From an optimization exercise on the open Yosys and OpenROAD flow, aimed at small area; shortcuts taken in it are not production practice.
In this exercise RTL edits were held to simulation tests only and were not proved equivalent to the original.
Power and IR drop assume default switching activity.

$ cat run.sh
#!/bin/bash
# synth_recipe.tcl (not shown) runs the flow's synth.tcl, then flattens the netlist and writes it again
# the make line also repeats each setting of config.mk as NAME=value (left out here)
make -C /OpenROAD-flow-scripts/flow DESIGN_CONFIG=/design/flow/config.mk WORK_HOME=/design/flow/orfs CLKGATE_MAP_FILE= SYNTH_SCRIPT=/design/flow/synth_recipe.tcl finish
$ cat config.mk
export PLATFORM = sky130hd
export DESIGN_NAME = Top_Level2
export DESIGN_NICKNAME = Top_Level2
export VERILOG_FILES = /design/flow/design.v
export SDC_FILE = /design/flow/constraint.sdc
export NUM_CORES = 4
export LEC_CHECK = 0
export CAP_MARGIN = 20
export CORE_MARGIN = 2
export CORE_UTILIZATION = 40
export PLACE_DENSITY = 0.6
export SLEW_MARGIN = 20
$ cat constraint.sdc
create_clock -name core_clock -period 10.0 [get_ports {CLK}]
set_input_delay 2.0000 -clock core_clock [delete_from_list [all_inputs] [get_ports {CLK}]]
set_output_delay 2.0000 -clock core_clock [all_outputs]
set_load 0.01 [all_outputs]
$ cat design.v
module Top_Level2(
	CLK,
	rst,
	ps2_clk,
	Data,
	out
);
input wire	CLK;
input wire	rst;
input wire	ps2_clk;
input wire	Data;
output wire	out;
reg	[2:0] kclk_s;
reg	[1:0] kdat_s;
always @(posedge CLK)
begin
	kdat_s <= {kdat_s[0], Data};
	kclk_s[2] <= kclk_s[1];
	if (rst)
		kclk_s[1:0] <= 2'b11;
	else
		kclk_s[1:0] <= {kclk_s[0], ps2_clk};
end
wire	kclk_fall = kclk_s[2] & ~kclk_s[1];
reg	[3:0] count;
reg	[8:1] inter;
reg	prev_f0;	 
reg	trigger;
wire	stop = count[3] & count[1];
always @(posedge CLK)
begin
	if (rst)
	begin
		count <= 4'd0;
		inter <= 8'd0;
		prev_f0 <= 1'b0;
		trigger <= 1'b0;
	end
	else if (kclk_fall)
	begin
		if (stop)
		begin
			count <= 4'd0;
			trigger <= prev_f0;
			prev_f0 <= (inter == 8'hF0);
		end
		else
		begin
			count <= count + 4'd1;
			if (~count[3] & (count[2:0] == 3'd1)) inter[1] <= kdat_s[1];
			if (~count[3] & (count[2:0] == 3'd2)) inter[2] <= kdat_s[1];
			if (~count[3] & (count[2:0] == 3'd3)) inter[3] <= kdat_s[1];
			if (~count[3] & (count[2:0] == 3'd4)) inter[4] <= kdat_s[1];
			if (~count[3] & (count[2:0] == 3'd5)) inter[5] <= kdat_s[1];
			if (~count[3] & (count[2:0] == 3'd6)) inter[6] <= kdat_s[1];
			if (~count[3] & (count[2:0] == 3'd7)) inter[7] <= kdat_s[1];
			if (count[3] & ~count[0]) inter[8] <= kdat_s[1];
		end
	end
end
wire	[7:0] code = trigger ? 8'd0 : inter;
reg	[14:0] y;
always @(*)
	case (code)
	28: y = 22727; 27: y = 21452; 35: y = 20248; 43: y = 19111;
	52: y = 18038; 51: y = 17026; 59: y = 16071; 66: y = 15169;
	75: y = 14317; 76: y = 13513; 82: y = 12755; 90: y = 12039;
	21: y = 23393; 29: y = 22080; 36: y = 20841; 45: y = 19671;
	44: y = 18567; 53: y = 17525; 60: y = 16543; 67: y = 15613;
	68: y = 14737; 77: y = 13910; 84: y = 13129; 91: y = 12392;
	18: y = 22080; 26: y = 20841; 34: y = 19671; 33: y = 18567;
	42: y = 17525; 50: y = 16542; 49: y = 15613; 58: y = 14736;
	65: y = 13910; 73: y = 13129; 74: y = 12391; 89: y = 11697;
	default: y = 0;
	endcase
reg	[15:0] a;
reg	[15:0] b;
wire	a_ge_2y = (a >= {y, 1'b0});
wire	b_gt_2y = (b > {y, 1'b0});
wire	a_le_y = (a <= {1'b0, y});
always @(posedge CLK)
begin
	if (rst | a_ge_2y)
		a <= 16'd0;
	else
		a <= a + 16'd1;
	if (rst | b_gt_2y)
		b <= 16'd0;
	else
		b <= b + 16'd1;
end
assign	out = a_le_y ? a_ge_2y : ~b_gt_2y;
endmodule
==> impl_metrics.ini, run 1 <==
[cts]
ctsHoldBuffers = 0
cts.sinks = 51
cts_root_buf = clkbuf_8
tritoncts = done
path_clk_slew_ns = 0.09
postCtsSetupBuffers = 0
cts_resized = 0
htreeDepth = 2
clock_path_buffers = 2
cts_buffers = 5
insertion_delay_ns = 0.31

[detailed_routing]
drc = 0
vias = 4167
drt-initial-drc-count = 418
totalWireLength_um = 11900
viasPerCell = 6.08
detail-route-antenna-nets = 0
firstDrtPassIters = 6
wire_per_inst_um = 17.4

[grt]
antenna_found_initial = 0
grt_pass1_vias = 3777
grt_max_degree = 30
overflow = 0
track_usage_pct = 21.1
grt_pass1_wl_um = 19300

[synthesis]
ys_ff_latch = 51
syn_area_um2 = 4280
yosysUniqueCellTypes = 59
synthArstFlopShare_pct = 0
synthDominantCellAreaShare_pct = 23.9
syn_nets = 622
synth_top_cell_by_area = dfxtp_1
ys.flop_type = dfxtp_1
synthCells = 562
synth_area_leaders = dfxtp_1, ha_1, nor2_1, a21oi_1, nand2_1
avgSynthCellArea_um2 = 7.62
synth-edff-count = 0
yosysSeqAreaShare_pct = 23.9
synth_warnings = 1

[critical_path]
rrSetupSlack_ns = 5.28
slowest_stage = dfxtp_1
critPathMaxStageDelay_ns = 0.78
crit_top_cell = a21oi_1
path_max_fanout = 22
worst_setup_path_start_kind = flip-flop
cp_data_required_time_ns = 8.00
crit_type = reg -> out
endpoint_kind = output pin
path_cells = clkinv_1 -> nand2_1 -> o21ai_0 -> o21ai_0 -> a21oi_1 -> o32ai_1 -> ha_1 -> a21oi_1 -> a21oi_1 -> o31a_1 -> o41a_1 -> mux2i_1 -> clkdlybuf4s50_1
crit_buf_inv = 2
reg2reg_from = trigger$_SDFFE_PP0P_
rr_worst_depth = 13
cp_top_family = compound AO/OA/AOI/OAI gates
r2r_end = b[2]$_SDFF_PP0_
worstPathArrival_ns = 5.09

[pwr]
p_leak_nw = 1.80
cellPowerDensity_nw_per_um2 = 88.8
total_power_uw = 399
vdd_drop_max_mv = 0.0778

[finish]
design_area_um2 = 4490
stdcell_count = 685
num-nets-final = 608
final_cell_mix = nor2_1, ha_1, nand2_1, dfxtp_1, a21oi_1
diodes = 0
layout-drive-gt1-share_pct = 4.01
syn_to_final_growth_pct = 4.97
final_common_cell = nor2_1
nFillCells = 1102

[placement]
dp_cells = 677
dpl.hpwl_um = 9060
pre_cts_slack_ns = 3.36
dpl-instance-area_um2 = 4380
gp_congestion = 0.995
port_buffers = 4

[die]
rows = 37
coreArea_um2 = 10400
num_io_pins = 5
die_w_um = 107
initial_core_util_pct = 41.3
dieArea_um2 = 11500
die_y_um = 107

[sta]
rsz0062_at_grt = no
setup_violations = 0
report.final.slew_viol_count = 0
fin_tns_setup_ns = 0
fmax_mhz = 141
worstMarginPinSlew_ns = 0.944
slew_headroom_pct = 36.7
timing.final.ws_setup_ns = 2.91
finalHoldViolCount = 0
finalCritPeriodShare_pct = 70.9
worst_clock_skew_ns = 0.0161
min_period_ns = 7.09

[hold_path]
hold_class = reg -> reg
hold_start = kdat_s[0]$_DFF_P_
min_path_cells = 0
min_to = kdat_s[1]$_DFF_P_

[run_status]
status = timing/DRC/antenna clean

[job]
maxCapViolCount = 0
cell usage after synthesis, types with 2 or more instances:
cell type and count:
buf_1 4, clkinv_1 2, a221oi_1 2, o211ai_1 3
nand3_1 22, and4_1 3, and3_1 8, nand4_1 12
xnor2_1 10, buf_6 3, a31oi_1 5, nand4b_1 3
nand2b_1 7, or4_1 3, a311oi_1 2, and2_1 2
o21ai_0 27, a21o_1 6, nor3_1 15, or2_2 6
clkbuf_1 15, mux2i_1 12, nor2b_1 12, o32ai_1 5
a21oi_1 46, inv_1 13, a21boi_0 3, nand2_1 51
buf_2 5, a211oi_1 10, xor2_1 21, ha_1 56
nor2_1 85, dfxtp_1 51, a31o_2 2, o22ai_1 7
cells by family (layout without fill, tap and decap cells):
| logic type | Yosys count | count (layout) | synth area share (%) |
|---|---|---|---|
| fa+ha+maj | 56 | 56 | 16.4 |
| simple gates | 236 | 236 | 26.3 |
| flops | 51 | 51 | 23.9 |
| buf+inv | 42 | 29 | 4.36 |
| compound gates | 133 | 133 | 19.7 |
| mux | 13 | 13 | 3.07 |
| xor+xnor | 31 | 31 | 6.34 |
routing by layer:
metal | track usage, % | vias to the layer above | wire (µm)
li1 | - | 1998 | -
met1 | 28.4 | 1918 | 5420
met2 | 31.4 | 197 | 5030
met3 | 4.54 | 54 | 848
met4 | 11.1 | 0 | 605
met5 | 0 | - | 0
cell type report:
cell class | count | area [µm²] | area share [%]
clock buffers | 6 | 82.6 | 1.84
repair buffers | 6 | 55.1 | 1.23
clock inverters | 2 | 35.0 | 0.780
multi-input cells | 469 | 3070 | 68.4
well taps | 136 | 170 | 3.79
inverters | 15 | 56.3 | 1.25
flip-flops and latches | 51 | 1020 | 22.7
how the worst max path moves through the flow:
| stage | startpoint | to | slack (ns) | cells past startpoint |
|---|---|---|---|---|
| 2_1_floorplan | inter[2]$_SDFFE_PP0P_ | out | 4.44 | 14 |
| 3_3_place_gp | trigger$_SDFFE_PP0P_ | out | 3.23 | 13 |
| 3_5_place_dp | trigger$_SDFFE_PP0P_ | out | 3.36 | 13 |
| 4_1_cts | trigger$_SDFFE_PP0P_ | out | 2.99 | 13 |
| 5_1_grt | trigger$_SDFFE_PP0P_ | out | 2.57 | 13 |
| 6_report | trigger$_SDFFE_PP0P_ | out | 2.91 | 13 |
where the power goes:
part / internal, mW / leakage [nW] / switching, mW
Sequential: 0.208 / 0.413 / 0.00603
Combinational: 0.0135 / 1.33 / 0.0211
Clock: 0.0811 / 0.0612 / 0.0691
flip-flops by register name, summed over array words and instances (netlist names):
name / flops
prev_f0: 1
count: 4
inter: 8
b: 16
trigger: 1
kdat_s: 2
kclk_s: 3
a: 16
stage by stage:
step           util, %  hold slack [ns]
5_1_grt           43.3            0.349
2_1_floorplan        -            0.310
6_report          43.3            0.337
3_3_place_gp      42.2            0.312
4_1_cts           43.3            0.339
3_5_place_dp      42.2            0.320
==> run 2, diff against run 1 <==
==> flow/run.sh (new file) <==
#!/bin/bash
# Standard synthesis, then an area-oriented re-mapping of its combinational
# logic (registers untouched), then the standard layout from that netlist.
set -euo pipefail
R=orfs/results/${FLOW_PLATFORM}/Top_Level2/base
bash standard.sh synth > synth_std.log 2>&1
cp $R/1_2_yosys.v std.v
cp $FLOW_HOME/platforms/${FLOW_PLATFORM}/lib/sky130_fd_sc_hd__tt_025C_1v80.lib lib.lib
yosys -s flow/reopt.ys > reopt.log 2>&1
cp new.v $R/1_2_yosys.v
bash standard.sh finish > layout.log 2>&1
==> flow/deep.abc (new file) <==
strash
&get -n
&deepsyn -T 60
&put
dch -f
map -a
topo
==> flow/reopt.ys (new file) <==
# Re-map the combinational logic of the standard synthesis for area.
# Flip-flops (and tie cells) are kept as black boxes, so every register
# keeps its instance name and cell type.
read_liberty -ignore_miss_func lib.lib
blackbox sky130_fd_sc_hd__df* sky130_fd_sc_hd__sdf* sky130_fd_sc_hd__edf* sky130_fd_sc_hd__dl* sky130_fd_sc_hd__conb*
read_verilog std.v
hierarchy -top Top_Level2
flatten
opt -purge
abc -liberty lib.lib -dont_use sky130_fd_sc_hd__probe_p_8 -dont_use sky130_fd_sc_hd__probec_p_8 -dont_use sky130_fd_sc_hd__lpflow_bleeder_1 -dont_use sky130_fd_sc_hd__lpflow_clkbufkapwr_1 -dont_use sky130_fd_sc_hd__lpflow_clkbufkapwr_16 -dont_use sky130_fd_sc_hd__lpflow_clkbufkapwr_2 -dont_use sky130_fd_sc_hd__lpflow_clkbufkapwr_4 -dont_use sky130_fd_sc_hd__lpflow_clkbufkapwr_8 -dont_use sky130_fd_sc_hd__lpflow_clkinvkapwr_1 -dont_use sky130_fd_sc_hd__lpflow_clkinvkapwr_16 -dont_use sky130_fd_sc_hd__lpflow_clkinvkapwr_2 -dont_use sky130_fd_sc_hd__lpflow_clkinvkapwr_4 -dont_use sky130_fd_sc_hd__lpflow_clkinvkapwr_8 -dont_use sky130_fd_sc_hd__lpflow_decapkapwr_12 -dont_use sky130_fd_sc_hd__lpflow_decapkapwr_3 -dont_use sky130_fd_sc_hd__lpflow_decapkapwr_4 -dont_use sky130_fd_sc_hd__lpflow_decapkapwr_6 -dont_use sky130_fd_sc_hd__lpflow_decapkapwr_8 -dont_use sky130_fd_sc_hd__lpflow_inputiso0n_1 -dont_use sky130_fd_sc_hd__lpflow_inputiso0p_1 -dont_use sky130_fd_sc_hd__lpflow_inputiso1n_1 -dont_use sky130_fd_sc_hd__lpflow_inputiso1p_1 -dont_use sky130_fd_sc_hd__lpflow_inputisolatch_1 -dont_use sky130_fd_sc_hd__lpflow_isobufsrc_1 -dont_use sky130_fd_sc_hd__lpflow_isobufsrc_16 -dont_use sky130_fd_sc_hd__lpflow_isobufsrc_2 -dont_use sky130_fd_sc_hd__lpflow_isobufsrc_4 -dont_use sky130_fd_sc_hd__lpflow_isobufsrc_8 -dont_use sky130_fd_sc_hd__lpflow_isobufsrckapwr_16 -dont_use sky130_fd_sc_hd__lpflow_lsbuf_lh_hl_isowell_tap_1 -dont_use sky130_fd_sc_hd__lpflow_lsbuf_lh_hl_isowell_tap_2 -dont_use sky130_fd_sc_hd__lpflow_lsbuf_lh_hl_isowell_tap_4 -dont_use sky130_fd_sc_hd__lpflow_lsbuf_lh_isowell_4 -dont_use sky130_fd_sc_hd__lpflow_lsbuf_lh_isowell_tap_1 -dont_use sky130_fd_sc_hd__lpflow_lsbuf_lh_isowell_tap_2 -dont_use sky130_fd_sc_hd__lpflow_lsbuf_lh_isowell_tap_4  -script flow/deep.abc
opt_clean -purge
hilomap -singleton -hicell sky130_fd_sc_hd__conb_1 HI -locell sky130_fd_sc_hd__conb_1 LO
splitnets
opt_clean -purge
stat -liberty lib.lib
write_verilog -noattr -nohex -nodec new.v
==> standard.sh (new file) <==
#!/bin/bash
# synth_recipe.tcl (not shown) runs the flow's synth.tcl, then flattens the netlist and writes it again
# the make line also repeats each setting of config.mk as NAME=value (left out here)
make -C /OpenROAD-flow-scripts/flow DESIGN_CONFIG=/design/flow/config.mk WORK_HOME=/design/flow/orfs CLKGATE_MAP_FILE= SYNTH_SCRIPT=/design/flow/synth_recipe.tcl "${@:-finish}"
removed: run.sh
==> run 2 against run 1 <==
Effect of this change: utilization increased by 0.54 points; power fell by 13%; register-to-register slack got worse by 0.96 ns; sequential power down 2%; clock power fell by 29%; still clean; combinational power decreased by 12%; setup slack worse by 0.84 ns; critical path depth is 15 higher; routed wire length fell by 28%; clock-buffer cell count did not move; sequential share of layout area increased by 7.9 points; global-route usage fell by 0.099 points.
==> impl_metrics.ini, run 2 <==
[hold_path]
min_path_cells = 0
hold_start = kdat_s[0]$_DFF_P_
min_to = kdat_s[1]$_DFF_P_
hold_class = reg -> reg

[synthesis]
synth_warnings = 1
avgSynthCellArea_um2 = 6.24
syn_nets = 500
syn_area_um2 = 3100
synthCells = 496

[cts]
path_clk_slew_ns = 0.09
htreeDepth = 2
ctsHoldBuffers = 0
tritoncts = done
cts_root_buf = clkbuf_8
postCtsSetupBuffers = 0
clock_path_buffers = 2
insertion_delay_ns = 0.30
cts_buffers = 5
cts_resized = 0
cts.sinks = 51

[detailed_routing]
wire_per_inst_um = 14.1
drt-initial-drc-count = 198
drc = 0
vias = 3337
detail-route-antenna-nets = 0
firstDrtPassIters = 6
totalWireLength_um = 8570
viasPerCell = 5.49

[job]
maxCapViolCount = 0

[grt]
track_usage_pct = 21.0
grt_max_degree = 17
antenna_found_initial = 0
overflow = 0
grt_pass1_vias = 3019
grt_pass1_wl_um = 14500

[critical_path]
slowest_stage = dfxtp_1
crit_type = reg -> out
worst_setup_path_start_kind = flip-flop
reg2reg_from = inter[1]$_SDFFE_PP0P_
crit_cells = 28
endpoint_kind = output pin
worstPathArrival_ns = 5.94
rrSetupSlack_ns = 4.32
crit_buf_inv = 4
crit_top_cell = nand2_1
rr_worst_depth = 28
path_max_fanout = 9
cp_top_family = compound AO/OA/AOI/OAI gates
r2r_end = a[4]$_SDFF_PP0_
critPathMaxStageDelay_ns = 0.57
cp_data_required_time_ns = 8.00

[placement]
gp_congestion = 1.00
port_buffers = 4
dpl.hpwl_um = 6840
dp_cells = 602

[die]
rows = 32
die_w_um = 92.0
dieArea_um2 = 8460
initial_core_util_pct = 40.7
coreArea_um2 = 7610
num_io_pins = 5
die_y_um = 92.0

[finish]
layout-drive-gt1-share_pct = 2.77
final_common_cell = nor2_1
syn_to_final_growth_pct = 7.76
final_cell_mix = nor2_1, clkinv_1, nand2_1
stdcell_count = 608
diodes = 0
fin_util_pct = 43.9
num-nets-final = 511
reg_top3 = a: 16 flops, b: 16 flops, inter: 8 flops

[pwr]
p_leak_nw = 1.09
cellPowerDensity_nw_per_um2 = 104
vdd_drop_max_mv = 0.0748

[sta]
rsz0062_at_grt = no
report.final.slew_viol_count = 0
finalCritPeriodShare_pct = 79.4
setup_violations = 0
worstMarginPinSlew_ns = 0.645
fin_tns_setup_ns = 0
finalHoldViolCount = 0
worst_clock_skew_ns = 0.0140
slew_headroom_pct = 56.7
min_period_ns = 7.94
fmax_mhz = 126

[run_status]
status = timing/DRC/antenna clean
[run 2: per-stage QoR]
step	worst slack (ns)	hold WS, ns	area, µm²	power [mW]
2_1_floorplan	4.16	0.310	3100	0.236
3_5_place_dp	2.58	0.314	3260	0.245
5_1_grt	1.57	0.348	3340	0.365
4_1_cts	2.22	0.333	3340	0.354
3_3_place_gp	2.33	0.313	3260	0.245
6_report	2.06	0.329	3340	0.347
[run 2: worst max-delay path by stage]
stage                     startpoint  endpoint  slack (ns)
2_1_floorplan  inter[1]$_SDFFE_PP0P_       out        4.16
3_3_place_gp   inter[1]$_SDFFE_PP0P_       out        2.33
3_5_place_dp   inter[1]$_SDFFE_PP0P_       out        2.58
4_1_cts        inter[1]$_SDFFE_PP0P_       out        2.22
5_1_grt        inter[1]$_SDFFE_PP0P_       out        1.57
6_report       inter[1]$_SDFFE_PP0P_       out        2.06
[run 2: per-layer routing]
layer,vias to the layer above,GRT usage [%],part of all wire [%]
li1,1713,-,-
met1,1488,29.2,48
met2,124,32.8,44
met3,12,3.70,6.7
met4,0,6.97,1.9
met5,-,0,0
[run 2: area by class of cell]
class | count | area, µm²
Timing Repair Buffer | 4 | 40.0
Fill cell | 828 | 4270
Sequential cell | 51 | 1020
Inverter | 78 | 293
Tap cell | 102 | 128
Multi-Input combinational cell | 367 | 1780
Clock buffer | 6 | 72.6
[run 2: worst register-to-register path: cells and delay by family, from the launching register on]
kind | cells | cell delay, ns
simple gates | 13 | 2.53
compound gates | 12 | 1.90
buf+inv | 3 | 0.61
flops | 1 | 0.57
[run 2: report_power, final]
group          total, mW  internal (mW)  switching, mW
logic             0.0305         0.0109         0.0196
clock network      0.107         0.0468         0.0605
registers          0.210          0.207        0.00254
total              0.347          0.265         0.0826

[re-timing with driven ports]
In the flow no input, the clock included, has a driving cell. The finished layouts below were timed again as built, in two steps.
Step 1: set_driving_cell puts a clkbuf_16 on CLK and a buf_2 on each other input, an assumption about the parent block.
Step 2 also shifts input and output timing later by t, the mid clock arrival at the registers, as if the neighbouring blocks saw the same clock.
Three values: ideal ports, drivers, drivers and shift; two values: the first two.
run | shift t [ns] | setup slack, ns | latest minus earliest clock arrival (ns) | worst data-port slew with drivers (ns) | cell pins on the clock port's net
run 1 | 0.337 | 2.907 / 2.872 / 3.209 | 0.016 / 0.016 | 0.04 | 1
run 2 | 0.316 | 2.062 / 2.036 / 2.352 | 0.014 / 0.014 | 0.03 | 1
After both steps every run listed still meets setup and hold.
